This is an optimization exercise on Yosys and OpenROAD, whose aim is small area, a short achievable clock period and few clock cycles per item, not a production implementation.
The RTL was checked by simulation tests, not by an equivalence proof against the original design.

## mult_ex
module mult_ex #(
    parameter WIDTH = 32
) (
    input  logic            clk,
    input  logic            rst_n,
    input  logic[WIDTH-1:0] a,
    input  logic[WIDTH-1:0] b,
    output logic[WIDTH-1:0] lo,
    output logic[WIDTH-1:0] hi,
    input  logic           valid_in,
    output logic           ready_out,
    output logic           valid_out,
    input  logic           ready_in
);
For scale: ~3000 cells after synthesis, ~130 I/O pins.
==> flow/config.mk <==
export PLATFORM = sky130hd
export DESIGN_NAME = mult_ex
export DESIGN_NICKNAME = mult_ex
export VERILOG_FILES = /design/flow/design.v
export SDC_FILE = /design/flow/constraint.sdc
export NUM_CORES = 4
export LEC_CHECK = 0
export ABC_CLOCK_PERIOD_IN_PS = 3000
export CAP_MARGIN = 20
export CORE_MARGIN = 2
export CORE_UTILIZATION = 40
export SLEW_MARGIN = 20
==> flow/constraint.sdc <==
create_clock -name core_clock -period 11.0 [get_ports {clk}]
set_input_delay 2.2000 -clock core_clock [delete_from_list [all_inputs] [get_ports {clk}]]
set_output_delay 2.2000 -clock core_clock [all_outputs]
set_load 0.01 [all_outputs]
standard.sh (not shown) runs the stock make flow with config.mk's settings and CLKGATE_MAP_FILE= SYNTH_SCRIPT=/design/flow/synth_recipe.tcl, a recipe that flattens the netlist after the stock synthesis.
==> flow/flow/run.sh <==
#!/bin/bash
set -euo pipefail
sed '1s/-noshare /-noshare -noabc /' synth_recipe.tcl > flow_synth.tcl
grep -q -- '-noabc' flow_synth.tcl
bash standard.sh SYNTH_SCRIPT="$PWD/flow_synth.tcl" \
    "BUFFER_PORTS_ARGS=-buffer_cell sky130_fd_sc_hd__buf_4" \
    MATCH_CELL_FOOTPRINT=0 SETUP_SLACK_MARGIN=7.0 finish > standard_flow.log 2>&1
Testbench counts at the start, summed over its fixed seeds: cycles 2,072, items 2,048.
Rerun with:
==> flow/flow/run.sh (replaced) <==
#!/bin/bash
set -euo pipefail
sed '1s/-noshare /-noshare -noabc /' synth_recipe.tcl > flow_synth.tcl
grep -q -- '-noabc' flow_synth.tcl
bash standard.sh SYNTH_SCRIPT="$PWD/flow_synth.tcl" \
    "BUFFER_PORTS_ARGS=-buffer_cell sky130_fd_sc_hd__buf_2" \
    MATCH_CELL_FOOTPRINT=0 SETUP_SLACK_MARGIN=7.3 finish > standard_flow.log 2>&1
CORE_UTILIZATION = 55   (was 40)
CTS_BUF_LIST = sky130_fd_sc_hd__clkbuf_8   (was unset)
Result:
- synthesized area does not change
- design area falls slightly
- sequential share of layout area goes up by 0.25 points
- via count rose slightly
- core utilization rose by 16 points
Rerun with:
==> flow/flow/run.sh (replaced) <==
#!/bin/bash
set -euo pipefail
sed '1s/-noshare /-noshare -noabc /' synth_recipe.tcl > flow_synth.tcl
grep -q -- '-noabc' flow_synth.tcl
bash standard.sh SYNTH_SCRIPT="$PWD/flow_synth.tcl" \
    "BUFFER_PORTS_ARGS=-buffer_cell sky130_fd_sc_hd__buf_4" \
    MATCH_CELL_FOOTPRINT=0 SETUP_SLACK_MARGIN=7.6 finish > standard_flow.log 2>&1
CORE_UTILIZATION = 40   (was 55)
CTS_BUF_LIST = unset   (was sky130_fd_sc_hd__clkbuf_8)
Result: Worst setup slack is worse by 0.13 ns; non-clock buffer count grows by 136; first-iteration DRC count rose by 18%; via count rises by 4.6%; area after synthesis does not change; wire length goes up by 11%.
Rerun with:
==> flow/flow/run.sh (replaced) <==
#!/bin/bash
set -euo pipefail
sed '1s/-noshare /-noshare -noabc /' synth_recipe.tcl > flow_synth.tcl
grep -q -- '-noabc' flow_synth.tcl
bash standard.sh SYNTH_SCRIPT="$PWD/flow_synth.tcl" \
    "BUFFER_PORTS_ARGS=-buffer_cell sky130_fd_sc_hd__buf_4" \
    MATCH_CELL_FOOTPRINT=0 SETUP_SLACK_MARGIN=7.3 finish > standard_flow.log 2>&1
CORE_UTILIZATION = 55   (was 40)
Effect:
- The new run ran to the end with no violations
- hold slack gets worse by 0.0075 ns
- global-route usage increases by 7.2 points
- setup slack gets better by 0.16 ns
- synthesized cell count stays the same
- clock-buffer cell count increases by 6
- via count decreases by 4.7%
- final cell count decreases by 10%
- routed wire length decreases by 9.1%
Rerun with:
CTS_CLUSTER_DIAMETER = 100   (was unset)
CTS_CLUSTER_SIZE = 30   (was unset)
The new run passed the timing, DRC and antenna checks. Via count hardly moves. Global-route usage went down by 0.27 points. Clock skew rose by 0.017 ns. Worst setup slack got worse by 0.057 ns. Design area goes down slightly. Final cell count goes down slightly. Utilization drops by 0.69 points.

========
Setup of main:
mult_ex again, from the RTL that the note above started with.
Settings: LEC_CHECK=0, ABC_AREA=1, CAP_MARGIN=20, CORE_MARGIN=2, CORE_UTILIZATION=55, SLEW_MARGIN=20; clock period 11.0 ns.
==> flow/flow/run.sh <==
#!/bin/bash
set -euo pipefail
sed '1s/-noshare /-noshare -noabc /' synth_recipe.tcl > flow_synth.tcl
grep -q -- '-noabc' flow_synth.tcl
bash standard.sh SYNTH_SCRIPT="$PWD/flow_synth.tcl" \
    "BUFFER_PORTS_ARGS=-buffer_cell sky130_fd_sc_hd__buf_4" \
    MATCH_CELL_FOOTPRINT=0 SETUP_SLACK_MARGIN=7.3 finish > standard_flow.log 2>&1
Testbench counts of main, summed over its fixed seeds: cycles 2,072, items 2,048.
The following lists how the feature branch was set up differently from main:
- an added ABC_CLOCK_PERIOD_IN_PS of 3000
- a deleted ABC_AREA that had been 1
==> flow/flow/run.sh <==
#!/bin/bash
set -euo pipefail
sed '1s/-noshare /-noshare -noabc /' synth_recipe.tcl > flow_synth.tcl
grep -q -- '-noabc' flow_synth.tcl
bash standard.sh SYNTH_SCRIPT="$PWD/flow_synth.tcl" \
    "BUFFER_PORTS_ARGS=-buffer_cell sky130_fd_sc_hd__buf_2" \
    MATCH_CELL_FOOTPRINT=0 SETUP_SLACK_MARGIN=7.4 finish > standard_flow.log 2>&1
--- outcome ---
The feature branch did not stop at any stage, and its layout met the timing, DRC and antenna checks.
From main to the feature branch the numbers moved as follows: buffers plus inverters on the worst setup path went up 1; insertion delay of the later-clocked pin in the worst-skew pair went down 0.02 ns; async set or reset register ratio after synthesis level.
Looking at non-clock inverter count in the final layout, the feature branch sits 361 below main.
Side by side, total of clock buffers placed in the layout turned out lower in the feature branch than in main.

[separate check: timing with driven ports]
In the flow no input, the clock included, has a driving cell. The finished layouts below were timed again as built, in two steps.
Step 1 (the two cells are an assumption about what drives the block):
set clk [get_ports {clk}]
set_driving_cell -lib_cell sky130_fd_sc_hd__clkbuf_16 $clk
set_driving_cell -lib_cell sky130_fd_sc_hd__buf_2 [delete_from_list [all_inputs] $clk]
Step 2 adds t to the input delays and takes it off the output delays; t is the mean of the earliest and latest rising clock arrival at the registers after step 1. Input paths then give back, and output paths get back, about the clock's delay inside the block.
Three values: ideal ports, drivers, drivers and shift; two values: the first two.
run | t (ns) | setup slack, ns | hold slack, ns | worst register clock-pin slew, ns | cell pins on the clock port's net
the first run of note 1 | 0.663 | 7.011 / 7.011 / 6.673 | 0.471 / 0.471 / 0.471 | 0.06 / 0.06 | 1
the second run of note 1 | 0.718 | 7.201 / 7.201 / 6.747 | 0.473 / 0.473 / 0.473 | 0.08 / 0.08 | 1
the third run of note 1 | 0.651 | 7.068 / 7.068 / 7.068 | 0.476 / 0.476 / 0.476 | 0.07 / 0.07 | 1
the fourth run of note 1 | 0.643 | 7.228 / 7.228 / 7.093 | 0.469 / 0.469 / 0.469 | 0.06 / 0.06 | 1
the fifth run of note 1 | 0.639 | 7.171 / 7.171 / 7.128 | 0.482 / 0.482 / 0.482 | 0.11 / 0.11 | 1
main | 0.657 | 7.264 / 7.264 / 6.866 | 0.450 / 0.450 / 0.450 | 0.08 / 0.08 | 1
the feature branch | 0.636 | 7.162 / 7.162 / 6.992 | 0.471 / 0.471 / 0.471 | 0.07 / 0.07 | 1
After both steps every run listed still meets setup and hold. The setup slack of the second run of note 1, which loses most, moves by 0.000 ns with the drivers and by -0.454 ns with both steps.
